Source: an optimization exercise on an open RTL-to-GDS flow (aim: small area, a short achievable clock period and few clock cycles). Production flows keep margins and buffers that such runs may drop. Function was checked by simulation only, so behaviour that the tests miss may differ from the original. Power is estimated from default activity; no workload was simulated.

== run a ==
Design vec_accel, start of the top module:
module vec_accel (
        input  logic       clk,
        input  logic       rst_l,
        input  logic [7:0] in_data,
        input  logic       in_valid,
        output logic       in_ready,
        output logic [7:0] out_data,
        output logic       out_valid
    );
For scale: ~2900 flip-flops, ~21 I/O pins.
export LEC_CHECK = 0
export ABC_CLOCK_PERIOD_IN_PS = 3500
export CAP_MARGIN = 20
export CORE_MARGIN = 2
export CORE_UTILIZATION = 40
export PLACE_DENSITY = 0.6
export SLEW_MARGIN = 20
create_clock -name core_clock -period 10.0 [get_ports {clk}]
standard.sh (not shown) runs the stock make flow with config.mk's settings and CLKGATE_MAP_FILE= SYNTH_SCRIPT=/design/flow/synth_recipe.tcl, a recipe that flattens the netlist after the stock synthesis.
==> flow/flow/run.sh <==
#!/bin/bash
set -euo pipefail
MARGIN=6.7
sed "s/CLKGATE_MAP_FILE= /CLKGATE_MAP_FILE= SETUP_SLACK_MARGIN=${MARGIN} /" standard.sh > standard_margin.sh
bash standard_margin.sh > flow.log 2>&1
In summary, run a completed successfully, with a layout that passed the timing, design-rule and antenna checks.
Testbench counts of run a, summed over its fixed seeds: cycles 25,458.
Changes in run b relative to run a:
--- a/flow/design.v
+++ b/flow/design.v
@@ -377,17 +377,26 @@
                 if (rcnt == KB'(K - 1))
                     rbusy <= 1'b0;
             end
         end
     end
     always_ff @(posedge clk)
         if (start_ret || (start && qh_uses_b))
             pb <= qh.b;
-    assign imm_release = busy && scnt == KB'(K - 1) && cur.own_imm;
+    logic imm_rel_done;     
+    assign imm_release = busy && cur.own_imm && !imm_rel_done &&
+                         (phase == '0 || scnt == KB'(K - 3));
+    always_ff @(posedge clk, negedge rst_l)
+        if (!rst_l)
+            imm_rel_done <= 1'b0;
+        else if (start)
+            imm_rel_done <= 1'b0;
+        else if (imm_release)
+            imm_rel_done <= 1'b1;
     always_ff @(posedge clk, negedge rst_l) begin
         if (!rst_l) begin
             busy <= 1'b0;
             scnt <= '0;
         end else begin
             if (start) begin
                 busy <= 1'b1;
                 scnt <= '0;
[summary]
Run b has completed all stages; timing, DRC and antenna checks passed. As of run b, final cell count had fallen slightly compared to run a. The run with more routed wire is run a, not run b. Core outline area was higher in run a than in run b. Area growth from synthesis to final layout: run b vs run a down 0.72 points. Delta (run b minus run a): path depth of the worst reg2reg path shows a reduction of 5; number of ordinary inverters in the final layout shows a reduction of 29. Per the comparison of run b with run a, number of antenna violations at the first check in global routing saw an increase, adder and majority cell fraction of the synthesized area roughly the same.
Testbench counts of run b, summed over its fixed seeds: cycles 24,800.

* * *

job 5840:
vec_accel, a different RTL version from the one above (not shown whole).
Size in the first run: ~7300 cells after synthesis, roughly 2900 flip-flops, ~21 I/O pins, about 0.097 sq mm of cells after synthesis.
clock: 10.0 ns
lec_check: 0
abc_clock_period_in_ps: 3500
cap_margin: 20
core_margin: 2
core_utilization: 40
cts_cluster_diameter: 106
cts_cluster_size: 25
place_density: 0.6
slew_margin: 20
Scripts as last shown in full above: flow/flow/run.sh
Testbench counts of job 5840, summed over its fixed seeds: cycles 24,302.
Changes in job 6550 relative to job 5840:
-- flow/design.v --
<<< job 5840, line 387
    logic [3:0] out_idx;
    logic [3:0] out_dly;
    logic       red_pending;
    logic [7:0] red_byte;
    logic [7:0] acc;
    logic x_valid, x_first, x_last, x_red, x_red_ret;
>>> job 6550, line 387
    logic [3:0] out_idx;
    logic [3:0] out_dly;
    logic [3:0] tok;
    logic [1:0] tok_wp, tok_rp;
    logic [2:0] tok_cnt;
    logic [1:0][7:0] rbf;             
    logic       rbf_wp, rbf_rp;
    logic [1:0] rbf_cnt;
    logic [1:0] red_out;              
    logic [7:0] acc;
    logic x_valid, x_first, x_last, x_red, x_red_ret;
<<< job 5840, line 403
    assign cur_uses_b = cur.we && cur.bsel == B_VB;
    assign qh_uses_b  = qh.we && qh.bsel == B_VB;
    assign red_busy = red_pending || (busy && cur.red && cur.red_ret) ||
                      (x_red && x_red_ret) || (y_red && y_red_ret) ||
                      (z_red && z_red_ret);
    assign go_free  = !out_nz && !red_busy && (!rbusy || rcnt == KB'(K - 1));
    logic cur_reading;
    assign cur_reading = busy && scnt != KB'(K - 1);
>>> job 6550, line 408
    assign cur_uses_b = cur.we && cur.bsel == B_VB;
    assign qh_uses_b  = qh.we && qh.bsel == B_VB;
    assign red_busy = red_out == 2'd2;
    assign go_free  = !out_nz && (!rbusy || rcnt == KB'(K - 1));
    logic cur_reading;
    assign cur_reading = busy && scnt != KB'(K - 1);
<<< job 5840, line 419
        if (qh_uses_b && ((rbusy && rcnt != KB'(K - 1)) || rgo_pend))
            hazard = 1'b1;
        if (rpend && ((qh.we && qh.a == rp_b) || qh.ret || (qh.red && qh.red_ret)))
            hazard = 1'b1;
        if (qh.red && qh.red_ret && red_busy)
>>> job 6550, line 422
        if (qh_uses_b && ((rbusy && rcnt != KB'(K - 1)) || rgo_pend))
            hazard = 1'b1;
        if (rpend && ((qh.we && qh.a == rp_b) || qh.ret))
            hazard = 1'b1;
        if (qh.red && qh.red_ret && red_busy)
<<< job 5840, line 652
            acc <= rnext;
        if (z_red && z_red_ret && z_last)
            red_byte <= rnext;
    end
    logic [KB-1:0] out_stage;
>>> job 6550, line 655
            acc <= rnext;
        if (z_red && z_red_ret && z_last)
            rbf[rbf_wp] <= rnext;
    end
    logic [KB-1:0] out_stage;
<<< job 5840, line 660
    assign out_chunk = obuf[out_stage];
    assign out_emit  = out_nz && out_dz;
    always_ff @(posedge clk, negedge rst_l) begin
        if (!rst_l) begin
>>> job 6550, line 663
    assign out_chunk = obuf[out_stage];
    assign out_emit  = out_nz && out_dz;
    logic tok_head, tok_ne, emit_ring, emit_red, push_tok;
    assign tok_ne    = tok_cnt != 3'd0;
    assign tok_head  = tok[tok_rp];
    assign emit_ring = tok_ne && tok_head && out_emit;
    assign emit_red  = tok_ne && !tok_head && rbf_cnt != 2'd0;
    assign push_tok  = (pop_ret && qh.len != 5'd0) || (start && qh.red && qh.red_ret);
    always_ff @(posedge clk)
        if (push_tok)
            tok[tok_wp] <= qh.ret;
    always_ff @(posedge clk, negedge rst_l) begin
        if (!rst_l) begin
<<< job 5840, line 668
            out_dly     <= '0;
            out_dz      <= 1'b1;
            red_pending <= 1'b0;
            out_valid   <= 1'b0;
            out_data    <= 8'h00;
>>> job 6550, line 680
            out_dly     <= '0;
            out_dz      <= 1'b1;
            tok_wp      <= '0;
            tok_rp      <= '0;
            tok_cnt     <= '0;
            rbf_wp      <= 1'b0;
            rbf_rp      <= 1'b0;
            rbf_cnt     <= '0;
            red_out     <= '0;
            out_valid   <= 1'b0;
            out_data    <= 8'h00;
<<< job 5840, line 677
            out_dz <= out_dly <= 4'd1;
            out_stage <= out_stage - 1'b1 +
                         KB'(out_emit && out_idx[LB-1:0] == LB'(LANES - 1));
            if (out_emit) begin
                out_valid <= 1'b1;
                out_data  <= out_chunk[out_idx[LB-1:0]*8 +: 8];
>>> job 6550, line 695
            out_dz <= out_dly <= 4'd1;
            out_stage <= out_stage - 1'b1 +
                         KB'(emit_ring && out_idx[LB-1:0] == LB'(LANES - 1));
            if (emit_ring) begin
                out_valid <= 1'b1;
                out_data  <= out_chunk[out_idx[LB-1:0]*8 +: 8];
<<< job 5840, line 684
                out_cnt   <= out_cnt - 1'b1;
                out_nz    <= out_cnt != 5'd1;
            end else if (!out_nz && red_pending) begin
                out_valid   <= 1'b1;
                out_data    <= red_byte;
                red_pending <= 1'b0;
            end
            if (rgo) begin
>>> job 6550, line 702
                out_cnt   <= out_cnt - 1'b1;
                out_nz    <= out_cnt != 5'd1;
            end else if (emit_red) begin
                out_valid <= 1'b1;
                out_data  <= rbf[rbf_rp];
                rbf_rp    <= !rbf_rp;
            end
            if (rgo) begin
<<< job 5840, line 697
                out_dz  <= 1'b0;
            end
            if (z_red && z_red_ret && z_last)
                red_pending <= 1'b1;
        end
    end
>>> job 6550, line 715
                out_dz  <= 1'b0;
            end
            if (push_tok)
                tok_wp <= tok_wp + 1'b1;
            if ((emit_ring && out_cnt == 5'd1) || emit_red)
                tok_rp <= tok_rp + 1'b1;
            tok_cnt <= tok_cnt + push_tok - ((emit_ring && out_cnt == 5'd1) || emit_red);
            if (z_red && z_red_ret && z_last)
                rbf_wp <= !rbf_wp;
            rbf_cnt <= rbf_cnt + (z_red && z_red_ret && z_last) - emit_red;
            red_out <= red_out + (start && qh.red && qh.red_ret) - emit_red;
        end
    end
Results
Looking at critical path startpoint, the out_data[0] result is from job 5840; the in_ready one comes from job 6550.
Total power ends up higher on job 6550.
Compared with job 5840, in job 6550 initial core utilization level, count of clock-buffer cells in the layout up 6, routed length on met3 went down about 3%, CTS clock-pin slew for the worst setup and hold paths ~0 delta.
Testbench counts of job 6550, summed over its fixed seeds: cycles 23,948.

## what the ideal ports hide
How much do the figures lean on ideal ports? The routed layouts below were timed once more, with nothing changed but the port constraints.
Step 1 sets driving cells, clkbuf_16 on the clock port and buf_2 on the other inputs (assumed; they add their load-dependent delay and slew).
Step 2 also shifts input and output timing later by t, the mid clock arrival at the registers, as if the neighbouring blocks saw the same clock.
Three values: ideal ports, drivers, drivers and shift; two values: the first two.
run | t (ns) | setup WS [ns] | worst hold slack (ns)
run a | 1.004 | 6.368 / 6.291 / 5.493 | 0.268 / 0.268 / 0.268
run b | 0.995 | 6.374 / 6.290 / 5.713 | 0.263 / 0.263 / 0.263
job 5840 | 0.919 | 6.592 / 6.507 / 5.859 | 0.287 / 0.287 / 0.287
job 6550 | 0.907 | 6.578 / 6.493 / 5.858 | 0.309 / 0.309 / 0.309
After both steps every run listed still meets setup and hold. For run a, which loses most, drivers alone change the setup slack by -0.077 ns; drivers and shift together by -0.875 ns.
